Source: an optimization exercise on an open RTL-to-GDS flow (aim: small area, a short achievable clock period and few clock cycles). Production flows keep margins and buffers that such runs may drop.
The RTL was checked by simulation tests, not by an equivalence proof against the original design.
Power is estimated from default activity; no workload was simulated.

==> run a <==
==> flow/design.v <==
`timescale 1ns / 1ps
module Simple_Dual_BRAM #(
    parameter BRAM_DATA_WIDTH = 96,
    parameter BRAM_DEPTH = 256,
    parameter BRAM_ADDR_WIDTH = $clog2(BRAM_DEPTH)
)
(
    input clk,
    input we_a,
    input en_a,
    input [BRAM_ADDR_WIDTH - 1 : 0] addr_a,
    input [BRAM_DATA_WIDTH - 1 : 0] din_a,
    input en_b,
    input [BRAM_ADDR_WIDTH - 1 : 0] addr_b,
    output [BRAM_DATA_WIDTH - 1 : 0] dout_b
);
reg [BRAM_DATA_WIDTH - 1 : 0] dout_b_r;
assign dout_b = dout_b_r;
(* RAM_STYLE = "BLOCK" *) reg [BRAM_DATA_WIDTH - 1 : 0] ram [BRAM_DEPTH - 1 : 0];
always @(posedge clk) begin
    if (en_a)
        if (we_a)
            ram[addr_a] <= din_a;
    if (en_b)
        dout_b_r <= ram[addr_b];
end
endmodule
`timescale 1ns/1ps
module ddr_axi_read #(
    parameter DATA_WIDTH = 64,
    parameter ADDR_WIDTH = 29,
    parameter BURST_LEN_WIDTH = 8,
    parameter NUM_BURST_WIDTH = 8,
    parameter BRAM_ADDR_WIDTH = 5,
    parameter COMB_AR = 0
)
(
    input ACLK,
    input ARESETN,
    input rd_start,
    input [BURST_LEN_WIDTH - 1 : 0] rd_burst_len,
    input [ADDR_WIDTH - 1 : 0] rd_start_addr,
    input [NUM_BURST_WIDTH - 1 : 0] rd_num_burst,
    input [BRAM_ADDR_WIDTH - 1 : 0] rd_start_bram_addr,
    output rd_ready,
    output [DATA_WIDTH - 1 : 0] rd_fifo_data,
    output rd_fifo_we,
    output [BRAM_ADDR_WIDTH - 1 : 0] rd_fifo_addr,
    output rd_fifo_bank,
    output rd_done,
    output [3 : 0] m_axi_arid,
    output [ADDR_WIDTH - 1 : 0] m_axi_araddr,
    output [BURST_LEN_WIDTH - 1 : 0] m_axi_arlen,
    output [2 : 0] m_axi_arsize,
    output [1 : 0] m_axi_arburst,
    output [0 : 0] m_axi_arlock,
    output [3 : 0] m_axi_arcache,
    output [2 : 0] m_axi_arprot,
    output [3 : 0] m_axi_arqos,
    output m_axi_arvalid,
    input m_axi_arready,
    output m_axi_rready,
    input m_axi_rlast,
    input m_axi_rvalid,
    input [1 : 0] m_axi_rresp,
    input [3 : 0] m_axi_rid,
    input [DATA_WIDTH - 1 : 0] m_axi_rdata
);
    assign m_axi_arid = 4'b1111;
    assign m_axi_arsize = 3'b011;
    assign m_axi_arburst = 2'b01;
    assign m_axi_arlock = 1'b0;
    assign m_axi_arcache = 4'b0011;
    assign m_axi_arprot = 3'b000;
    assign m_axi_arqos = 4'b0000;
    assign m_axi_rready = 1'b1;
    reg [1:0] ncmd;
    reg ar_busy;
    reg [ADDR_WIDTH - 1 : 0] ar_addr;
    reg [BURST_LEN_WIDTH - 1 : 0] ar_len;
    reg [NUM_BURST_WIDTH - 1 : 0] ar_nb;      
    reg [NUM_BURST_WIDTH - 1 : 0] h_nb;       
    reg [BRAM_ADDR_WIDTH - 1 : 0] waddr;
    reg bank;
    reg [NUM_BURST_WIDTH - 1 : 0] n_nb;
    reg [BRAM_ADDR_WIDTH - 1 : 0] n_baddr;
    assign rd_ready = ~ar_busy & ~ar_step & ~ncmd[1];
    wire acc = rd_start & rd_ready;
    wire beat = m_axi_rvalid;
    wire last = beat & m_axi_rlast;
    wire done = last & (h_nb == 1);
    wire arv, ar_hs;
    generate if (COMB_AR) begin : g_comb
        assign arv = ar_busy | acc;
        assign m_axi_araddr = ar_busy ? ar_addr : rd_start_addr;
        assign m_axi_arlen = ar_busy ? ar_len : rd_burst_len - 1'b1;
    end else begin : g_reg
        assign arv = ar_busy;
        assign m_axi_araddr = ar_addr;
        assign m_axi_arlen = ar_len;
    end endgenerate
    assign m_axi_arvalid = arv;
    assign ar_hs = arv & m_axi_arready;
    reg ar_step;
    always @(posedge ACLK or negedge ARESETN) begin
        if (~ARESETN) begin
            ar_busy <= 1'b0;
            ar_step <= 1'b0;
            ar_addr <= 0;
            ar_len <= 0;
            ar_nb <= 0;
        end else begin
            if (acc) begin
                ar_addr <= rd_start_addr;
                ar_len <= rd_burst_len - 1'b1;
                if (COMB_AR && m_axi_arready) begin
                    ar_nb <= rd_num_burst - 1'b1;
                    ar_busy <= 1'b0;
                    ar_step <= (rd_num_burst != 1);
                end else begin
                    ar_nb <= rd_num_burst;
                    ar_busy <= 1'b1;
                end
            end else if (ar_step) begin
                ar_step <= 1'b0;
                ar_busy <= 1'b1;
                ar_addr <= ar_addr + ({{(ADDR_WIDTH-BURST_LEN_WIDTH){1'b0}}, ar_len} + 1'b1) * 8;
            end else if (ar_busy & m_axi_arready) begin
                ar_nb <= ar_nb - 1'b1;
                ar_busy <= (ar_nb != 1);
                ar_addr <= ar_addr + ({{(ADDR_WIDTH-BURST_LEN_WIDTH){1'b0}}, ar_len} + 1'b1) * 8;
            end
        end
    end
    always @(posedge ACLK or negedge ARESETN) begin
        if (~ARESETN) begin
            ncmd <= 0;
            h_nb <= 0;
            waddr <= 0;
            bank <= 1'b0;
            n_nb <= 0;
            n_baddr <= 0;
        end else begin
            ncmd <= ncmd + acc - done;
            if (done)
                bank <= ~bank;
            if (acc & (ncmd == 0 | (ncmd == 1 & done))) begin
                h_nb <= rd_num_burst;
                waddr <= rd_start_bram_addr;
            end else if (done) begin
                h_nb <= n_nb;
                waddr <= n_baddr;
            end else begin
                if (last)
                    h_nb <= h_nb - 1'b1;
                if (beat)
                    waddr <= waddr + 1'b1;
            end
            if (acc) begin
                n_nb <= rd_num_burst;
                n_baddr <= rd_start_bram_addr;
            end
        end
    end
    assign rd_done = done;
    assign rd_fifo_we = beat;
    assign rd_fifo_addr = waddr;
    assign rd_fifo_bank = bank;
    assign rd_fifo_data = m_axi_rdata;
endmodule
`timescale 1ns / 1ps
module pp_buffer_wrapper #(
    parameter BRAM0_DEPTH = 32,
    parameter BRAM0_DW = 64,
    parameter BRAM1_DEPTH = 32,
    parameter BRAM1_DW = 64,
    parameter BURST_LEN_WIDTH = 8,
    parameter NUM_BURST_WIDTH = 8,
    parameter DDR_ADDR_WIDTH = 29,
    parameter DDR_DW = 64,
    parameter BRAM0_ADDR_WIDTH = $clog2(BRAM0_DEPTH),
    parameter BRAM1_ADDR_WIDTH = $clog2(BRAM1_DEPTH)
)
(
    input clk,
    input rst_n,
    input rd_start,
    input [BURST_LEN_WIDTH - 1 : 0] rd_burst_len,
    input [NUM_BURST_WIDTH - 1 : 0] rd_num_burst,
    input [DDR_ADDR_WIDTH - 1 : 0] rd_start_addr,    
    output rd_ready,
    output rd_done,
    input [BRAM0_ADDR_WIDTH - 1 : 0] rd_start_bram_addr,
    input bram0_r_en,
    input bram1_r_en,
    output [BRAM0_DW - 1 : 0] bram0_rdata,
    output [BRAM1_DW - 1 : 0] bram1_rdata,
    input [BRAM0_ADDR_WIDTH - 1 : 0] bram0_r_addr,
    input [BRAM1_ADDR_WIDTH - 1 : 0] bram1_r_addr,
    output [3: 0] m_axi_arid,
    output [DDR_ADDR_WIDTH - 1 : 0] m_axi_araddr,
    output [BURST_LEN_WIDTH - 1 : 0] m_axi_arlen,
    output [2 : 0] m_axi_arsize,
    output [1 : 0] m_axi_arburst,
    output         m_axi_arlock,
    output [3 : 0] m_axi_arcache,
    output [2 : 0] m_axi_arprot,
    output [3 : 0] m_axi_arqos,
    output         m_axi_arvalid,
    input          m_axi_arready,
    output m_axi_rready,
    input m_axi_rlast,
    input m_axi_rvalid,
    input [1 : 0] m_axi_rresp,
    input [3 : 0] m_axi_rid,
    input [DDR_DW - 1 : 0] m_axi_rdata
);
wire [DDR_DW - 1 : 0] rd_fifo_data;
wire rd_fifo_we;
wire [BRAM0_ADDR_WIDTH - 1 : 0] rd_fifo_addr;
wire rd_fifo_bank;
ddr_axi_read #(
    .DATA_WIDTH(DDR_DW),
    .ADDR_WIDTH(DDR_ADDR_WIDTH),
    .BURST_LEN_WIDTH(BURST_LEN_WIDTH),
    .NUM_BURST_WIDTH(NUM_BURST_WIDTH),
    .BRAM_ADDR_WIDTH(BRAM0_ADDR_WIDTH)
)
inst_ddr_axi_read
(
    .ACLK(clk),
    .ARESETN(rst_n),
    .rd_start(rd_start),
    .rd_burst_len(rd_burst_len),
    .rd_start_addr(rd_start_addr),
    .rd_num_burst(rd_num_burst),
    .rd_start_bram_addr(rd_start_bram_addr),
    .rd_ready(rd_ready),
    .rd_fifo_data(rd_fifo_data),
    .rd_fifo_we(rd_fifo_we),
    .rd_fifo_addr(rd_fifo_addr),
    .rd_fifo_bank(rd_fifo_bank),
    .rd_done(rd_done),
    .m_axi_arid(m_axi_arid),
    .m_axi_araddr(m_axi_araddr),
    .m_axi_arlen(m_axi_arlen),
    .m_axi_arsize(m_axi_arsize),
    .m_axi_arburst(m_axi_arburst),
    .m_axi_arlock(m_axi_arlock),
    .m_axi_arcache(m_axi_arcache),
    .m_axi_arprot(m_axi_arprot),
    .m_axi_arqos(m_axi_arqos),
    .m_axi_arvalid(m_axi_arvalid),
    .m_axi_arready(m_axi_arready),
    .m_axi_rready(m_axi_rready),
    .m_axi_rlast(m_axi_rlast),
    .m_axi_rvalid(m_axi_rvalid),
    .m_axi_rresp(m_axi_rresp),
    .m_axi_rid(m_axi_rid),
    .m_axi_rdata(m_axi_rdata)
);
Simple_Dual_BRAM #(
    .BRAM_DATA_WIDTH(BRAM0_DW),
    .BRAM_DEPTH(BRAM0_DEPTH),
    .BRAM_ADDR_WIDTH(BRAM0_ADDR_WIDTH)
)
inst0_Simple_Dual_BRAM
(
    .clk(clk),
    .we_a(rd_fifo_we & ~rd_fifo_bank),
    .en_a(1'b1),
    .addr_a(rd_fifo_addr),
    .din_a(rd_fifo_data),
    .en_b(bram0_r_en),
    .addr_b(bram0_r_addr),
    .dout_b(bram0_rdata)
);
Simple_Dual_BRAM #(
    .BRAM_DATA_WIDTH(BRAM1_DW),
    .BRAM_DEPTH(BRAM1_DEPTH),
    .BRAM_ADDR_WIDTH(BRAM1_ADDR_WIDTH)
)
inst1_Simple_Dual_BRAM
(
    .clk(clk),
    .we_a(rd_fifo_we & rd_fifo_bank),
    .en_a(1'b1),
    .addr_a(rd_fifo_addr),
    .din_a(rd_fifo_data),
    .en_b(bram1_r_en),
    .addr_b(bram1_r_addr),
    .dout_b(bram1_rdata)
);
endmodule
==> flow/run.sh <==
#!/bin/bash
# synth_recipe.tcl (not shown) runs the flow's synth.tcl, then flattens the netlist and writes it again
# the make line also repeats each setting of config.mk as NAME=value (left out here)
make -C /OpenROAD-flow-scripts/flow DESIGN_CONFIG=/design/flow/config.mk WORK_HOME=/design/flow/orfs CLKGATE_MAP_FILE= SYNTH_SCRIPT=/design/flow/synth_recipe.tcl finish
==> flow/config.mk <==
export PLATFORM = sky130hd
export DESIGN_NAME = pp_buffer_wrapper
export DESIGN_NICKNAME = pp_buffer_wrapper
export VERILOG_FILES = /design/flow/design.v
export SDC_FILE = /design/flow/constraint.sdc
export NUM_CORES = 4
export LEC_CHECK = 0
export CAP_MARGIN = 20
export CORE_MARGIN = 2
export CORE_UTILIZATION = 40
export PLACE_DENSITY = 0.6
export SLEW_MARGIN = 20
==> flow/constraint.sdc <==
create_clock -name core_clock -period 4.0 [get_ports {clk}]
set_input_delay 0.8000 -clock core_clock [delete_from_list [all_inputs] [get_ports {clk}]]
set_output_delay 0.8000 -clock core_clock [all_outputs]
set_load 0.01 [all_outputs]
==> inputs of run b, as changes to run a <==
==> flow/design.v, changed modules only <==
module Simple_Dual_BRAM #(
    parameter BRAM_DATA_WIDTH = 96,
    parameter BRAM_DEPTH = 256,
    parameter BRAM_ADDR_WIDTH = $clog2(BRAM_DEPTH)
)
(
    input clk,
    input we_a,
    input en_a,
    input [BRAM_DEPTH - 1 : 0] addr_a,        
    input [BRAM_DATA_WIDTH - 1 : 0] din_a,
    input en_b,
    input [BRAM_ADDR_WIDTH - 1 : 0] addr_b,
    output [BRAM_DATA_WIDTH - 1 : 0] dout_b
);
reg [BRAM_DATA_WIDTH - 1 : 0] dout_b_r;
assign dout_b = dout_b_r;
reg [BRAM_DATA_WIDTH - 1 : 0] ram [BRAM_DEPTH - 1 : 0];
genvar i;
generate for (i = 0; i < BRAM_DEPTH; i = i + 1) begin : g_word
    always @(posedge clk)
        if (en_a & we_a & addr_a[i])
            ram[i] <= din_a;
end endgenerate
reg [BRAM_DATA_WIDTH - 1 : 0] rd;
integer k;
always @* begin
    rd = {BRAM_DATA_WIDTH{1'b0}};
    for (k = 0; k < BRAM_DEPTH; k = k + 1)
        rd = rd | ({BRAM_DATA_WIDTH{addr_b == k}} & ram[k]);
end
always @(posedge clk)
    if (en_b)
        dout_b_r <= rd;
endmodule
module ddr_axi_read #(
    parameter DATA_WIDTH = 64,
    parameter ADDR_WIDTH = 29,
    parameter BURST_LEN_WIDTH = 8,
    parameter NUM_BURST_WIDTH = 8,
    parameter BRAM_ADDR_WIDTH = 5
)
(
    input ACLK,
    input ARESETN,
    input rd_start,
    input [BURST_LEN_WIDTH - 1 : 0] rd_burst_len,
    input [ADDR_WIDTH - 1 : 0] rd_start_addr,
    input [NUM_BURST_WIDTH - 1 : 0] rd_num_burst,
    input [BRAM_ADDR_WIDTH - 1 : 0] rd_start_bram_addr,
    output rd_ready,
    output [DATA_WIDTH - 1 : 0] rd_fifo_data,
    output rd_fifo_we,
    output [(1 << BRAM_ADDR_WIDTH) - 1 : 0] rd_fifo_addr,    
    output rd_fifo_bank,
    output rd_done,
    output [3 : 0] m_axi_arid,
    output [ADDR_WIDTH - 1 : 0] m_axi_araddr,
    output [BURST_LEN_WIDTH - 1 : 0] m_axi_arlen,
    output [2 : 0] m_axi_arsize,
    output [1 : 0] m_axi_arburst,
    output [0 : 0] m_axi_arlock,
    output [3 : 0] m_axi_arcache,
    output [2 : 0] m_axi_arprot,
    output [3 : 0] m_axi_arqos,
    output m_axi_arvalid,
    input m_axi_arready,
    output m_axi_rready,
    input m_axi_rlast,
    input m_axi_rvalid,
    input [1 : 0] m_axi_rresp,
    input [3 : 0] m_axi_rid,
    input [DATA_WIDTH - 1 : 0] m_axi_rdata
);
    assign m_axi_arid = 4'b1111;
    assign m_axi_arsize = 3'b011;
    assign m_axi_arburst = 2'b01;
    assign m_axi_arlock = 1'b0;
    assign m_axi_arcache = 4'b0011;
    assign m_axi_arprot = 3'b000;
    assign m_axi_arqos = 4'b0000;
    assign m_axi_rready = 1'b1;
    reg [1:0] ncmd;
    reg rdy;                                      
    reg ar_busy;
    reg [ADDR_WIDTH - 1 : 0] ar_addr;
    reg [BURST_LEN_WIDTH - 1 : 0] ar_len;
    reg [NUM_BURST_WIDTH - 1 : 0] ar_nb;      
    reg [NUM_BURST_WIDTH - 1 : 0] h_nb;       
    reg h_last;                               
    reg [(1 << BRAM_ADDR_WIDTH) - 1 : 0] waddr;   
    reg bank;
    reg [NUM_BURST_WIDTH - 1 : 0] n_nb;
    reg [BRAM_ADDR_WIDTH - 1 : 0] n_baddr;
    assign rd_ready = rdy;
    wire acc = rd_start & rdy;
    wire beat = m_axi_rvalid;
    wire last = beat & m_axi_rlast;
    wire done = last & h_last;
    assign m_axi_araddr = ar_addr;
    assign m_axi_arlen = ar_len;
    reg ar_gap;     
    reg ar_cy;      
    wire ar_carry;
    wire [BURST_LEN_WIDTH - 1 : 0] ar_addr_lo_nx;
    assign {ar_carry, ar_addr_lo_nx} = {1'b0, ar_addr[BURST_LEN_WIDTH + 2 : 3]} + {1'b0, ar_len} + 1'b1;
    wire ar_hs = ar_busy & ~ar_gap & m_axi_arready;
    assign m_axi_arvalid = ar_busy & ~ar_gap;
    always @(posedge ACLK or negedge ARESETN) begin
        if (~ARESETN) begin
            ar_busy <= 1'b0;
            ar_gap <= 1'b0;
            ar_cy <= 1'b0;
            ar_addr <= 0;
            ar_len <= 0;
            ar_nb <= 0;
        end else if (acc) begin
            ar_busy <= 1'b1;
            ar_addr <= rd_start_addr;
            ar_len <= rd_burst_len - 1'b1;
            ar_nb <= rd_num_burst;
        end else if (ar_gap) begin
            ar_gap <= 1'b0;
            ar_addr[ADDR_WIDTH - 1 : BURST_LEN_WIDTH + 3] <= ar_addr[ADDR_WIDTH - 1 : BURST_LEN_WIDTH + 3] + ar_cy;
        end else if (ar_hs) begin
            ar_busy <= (ar_nb != 1);
            ar_gap <= (ar_nb != 1);
            ar_nb <= ar_nb - 1'b1;
            ar_addr[BURST_LEN_WIDTH + 2 : 3] <= ar_addr_lo_nx;
            ar_cy <= ar_carry;
        end
    end
    wire ar_busy_nx = acc | (ar_busy & ~(ar_hs & (ar_nb == 1)));
    wire [1:0] ncmd_nx = ncmd + acc - done;
    always @(posedge ACLK or negedge ARESETN)
        if (~ARESETN)
            rdy <= 1'b1;
        else
            rdy <= ~ar_busy_nx & ~ncmd_nx[1];
    always @(posedge ACLK or negedge ARESETN) begin
        if (~ARESETN) begin
            ncmd <= 0;
            h_nb <= 0;
            h_last <= 1'b0;
            waddr <= 1;
            bank <= 1'b0;
            n_nb <= 0;
            n_baddr <= 0;
        end else begin
            ncmd <= ncmd_nx;
            if (done)
                bank <= ~bank;
            if (acc & (ncmd == 0 | (ncmd == 1 & done))) begin
                h_nb <= rd_num_burst;
                h_last <= (rd_num_burst == 1);
                waddr <= 1 << rd_start_bram_addr;
            end else if (done) begin
                h_nb <= n_nb;
                h_last <= (n_nb == 1);
                waddr <= 1 << n_baddr;
            end else begin
                if (last) begin
                    h_nb <= h_nb - 1'b1;
                    h_last <= (h_nb == 2);
                end
                if (beat)
                    waddr <= {waddr[(1 << BRAM_ADDR_WIDTH) - 2 : 0], waddr[(1 << BRAM_ADDR_WIDTH) - 1]};
            end
            if (acc) begin
                n_nb <= rd_num_burst;
                n_baddr <= rd_start_bram_addr;
            end
        end
    end
    assign rd_done = done;
    assign rd_fifo_we = beat;
    assign rd_fifo_addr = waddr;
    assign rd_fifo_bank = bank;
    assign rd_fifo_data = m_axi_rdata;
endmodule
module pp_buffer_wrapper #(
    parameter BRAM0_DEPTH = 32,
    parameter BRAM0_DW = 64,
    parameter BRAM1_DEPTH = 32,
    parameter BRAM1_DW = 64,
    parameter BURST_LEN_WIDTH = 8,
    parameter NUM_BURST_WIDTH = 8,
    parameter DDR_ADDR_WIDTH = 29,
    parameter DDR_DW = 64,
    parameter BRAM0_ADDR_WIDTH = $clog2(BRAM0_DEPTH),
    parameter BRAM1_ADDR_WIDTH = $clog2(BRAM1_DEPTH)
)
(
    input clk,
    input rst_n,
    input rd_start,
    input [BURST_LEN_WIDTH - 1 : 0] rd_burst_len,
    input [NUM_BURST_WIDTH - 1 : 0] rd_num_burst,
    input [DDR_ADDR_WIDTH - 1 : 0] rd_start_addr,    
    output rd_ready,
    output rd_done,
    input [BRAM0_ADDR_WIDTH - 1 : 0] rd_start_bram_addr,
    input bram0_r_en,
    input bram1_r_en,
    output [BRAM0_DW - 1 : 0] bram0_rdata,
    output [BRAM1_DW - 1 : 0] bram1_rdata,
    input [BRAM0_ADDR_WIDTH - 1 : 0] bram0_r_addr,
    input [BRAM1_ADDR_WIDTH - 1 : 0] bram1_r_addr,
    output [3: 0] m_axi_arid,
    output [DDR_ADDR_WIDTH - 1 : 0] m_axi_araddr,
    output [BURST_LEN_WIDTH - 1 : 0] m_axi_arlen,
    output [2 : 0] m_axi_arsize,
    output [1 : 0] m_axi_arburst,
    output         m_axi_arlock,
    output [3 : 0] m_axi_arcache,
    output [2 : 0] m_axi_arprot,
    output [3 : 0] m_axi_arqos,
    output         m_axi_arvalid,
    input          m_axi_arready,
    output m_axi_rready,
    input m_axi_rlast,
    input m_axi_rvalid,
    input [1 : 0] m_axi_rresp,
    input [3 : 0] m_axi_rid,
    input [DDR_DW - 1 : 0] m_axi_rdata
);
wire [DDR_DW - 1 : 0] rd_fifo_data;
wire rd_fifo_we;
wire [BRAM0_DEPTH - 1 : 0] rd_fifo_addr;
wire rd_fifo_bank;
ddr_axi_read #(
    .DATA_WIDTH(DDR_DW),
    .ADDR_WIDTH(DDR_ADDR_WIDTH),
    .BURST_LEN_WIDTH(BURST_LEN_WIDTH),
    .NUM_BURST_WIDTH(NUM_BURST_WIDTH),
    .BRAM_ADDR_WIDTH(BRAM0_ADDR_WIDTH)
)
inst_ddr_axi_read
(
    .ACLK(clk),
    .ARESETN(rst_n),
    .rd_start(rd_start),
    .rd_burst_len(rd_burst_len),
    .rd_start_addr(rd_start_addr),
    .rd_num_burst(rd_num_burst),
    .rd_start_bram_addr(rd_start_bram_addr),
    .rd_ready(rd_ready),
    .rd_fifo_data(rd_fifo_data),
    .rd_fifo_we(rd_fifo_we),
    .rd_fifo_addr(rd_fifo_addr),
    .rd_fifo_bank(rd_fifo_bank),
    .rd_done(rd_done),
    .m_axi_arid(m_axi_arid),
    .m_axi_araddr(m_axi_araddr),
    .m_axi_arlen(m_axi_arlen),
    .m_axi_arsize(m_axi_arsize),
    .m_axi_arburst(m_axi_arburst),
    .m_axi_arlock(m_axi_arlock),
    .m_axi_arcache(m_axi_arcache),
    .m_axi_arprot(m_axi_arprot),
    .m_axi_arqos(m_axi_arqos),
    .m_axi_arvalid(m_axi_arvalid),
    .m_axi_arready(m_axi_arready),
    .m_axi_rready(m_axi_rready),
    .m_axi_rlast(m_axi_rlast),
    .m_axi_rvalid(m_axi_rvalid),
    .m_axi_rresp(m_axi_rresp),
    .m_axi_rid(m_axi_rid),
    .m_axi_rdata(m_axi_rdata)
);
Simple_Dual_BRAM #(
    .BRAM_DATA_WIDTH(BRAM0_DW),
    .BRAM_DEPTH(BRAM0_DEPTH),
    .BRAM_ADDR_WIDTH(BRAM0_ADDR_WIDTH)
)
inst0_Simple_Dual_BRAM
(
    .clk(clk),
    .we_a(rd_fifo_we & ~rd_fifo_bank),
    .en_a(1'b1),
    .addr_a(rd_fifo_addr),
    .din_a(rd_fifo_data),
    .en_b(bram0_r_en),
    .addr_b(bram0_r_addr),
    .dout_b(bram0_rdata)
);
Simple_Dual_BRAM #(
    .BRAM_DATA_WIDTH(BRAM1_DW),
    .BRAM_DEPTH(BRAM1_DEPTH),
    .BRAM_ADDR_WIDTH(BRAM1_ADDR_WIDTH)
)
inst1_Simple_Dual_BRAM
(
    .clk(clk),
    .we_a(rd_fifo_we & rd_fifo_bank),
    .en_a(1'b1),
    .addr_a(rd_fifo_addr),
    .din_a(rd_fifo_data),
    .en_b(bram1_r_en),
    .addr_b(bram1_r_addr),
    .dout_b(bram1_rdata)
);
endmodule
--- a/flow/config.mk
+++ b/flow/config.mk
@@ -9,4 +9,8 @@
 export CORE_MARGIN = 2
-export CORE_UTILIZATION = 40
-export PLACE_DENSITY = 0.6
+export CORE_UTILIZATION = 60
+export CTS_CLUSTER_DIAMETER = 80
+export CTS_CLUSTER_SIZE = 25
+export HOLD_SLACK_MARGIN = 0.03
+export PLACE_DENSITY = 0.72
+export SETUP_SLACK_MARGIN = 1.7
 export SLEW_MARGIN = 20
==> comparison table <==
|  | run b | run a |
|---|---|---|
| Number of distinct standard cells referenced by the synthesized netlist | 63 | 58 |
| Logic inverters | 17 | 21 |
| Multi-input gates | 3696 | 2353 |
| Total buffers and inverters traversed by the critical path | 1 | 2 |
| Maximum vdd drop | 0.607 mV | 0.377 mV |
| Post-Syn Area per Cell | 18.4 um2 | 23.3 um2 |
| Wire length of the first global-routing pass | 701 mm | 600 mm |
| Final #Nets | 9462 | 7985 |
| Run status | complete, no violations | complete, no violations |
| # fillers | 16200 | 33300 |
| Share of total power in the clock network | 21.6% | 39.1% |
| Number of antenna violations at the first check in global routing | 32 | 40 |
| Fraction of the mapped netlist area in simple logic gates | 4.59% | 1.01% |
Testbench counts of run a, summed over its fixed seeds: cycles 15,498.
Testbench counts of run b, summed over its fixed seeds: cycles 15,526.

==> separate check: timing with driven ports <==
Ports are ideal in the flow. The routed layouts listed here were re-timed in OpenROAD.
Step 1: set_driving_cell puts a clkbuf_16 on clk and a buf_2 on each other input, an assumption about the parent block.
Step 2, shift: input delay + t, output delay - t, t = (earliest + latest rising clock arrival at the registers) / 2. This alone moves slack from input paths to output paths.
a / b / c = no drivers / after step 1 / after step 2; a / b = the first two.
run	t, ns	setup slack, ns	hold WS [ns]	worst setup path after step 2	latest minus earliest clock arrival (ns)
run a	1.073	0.135 / 0.023 / 0.488	0.073 / 0.032 / 0.481	input to register	0.042 / 0.043
run b	1.016	1.272 / 1.164 / 0.725	0.303 / 0.228 / 0.492	input to register	0.050 / 0.051
After both steps setup and hold are still met in every run listed. For run b, which loses most, drivers alone change the setup slack by -0.108 ns; drivers and shift together by -0.547 ns.
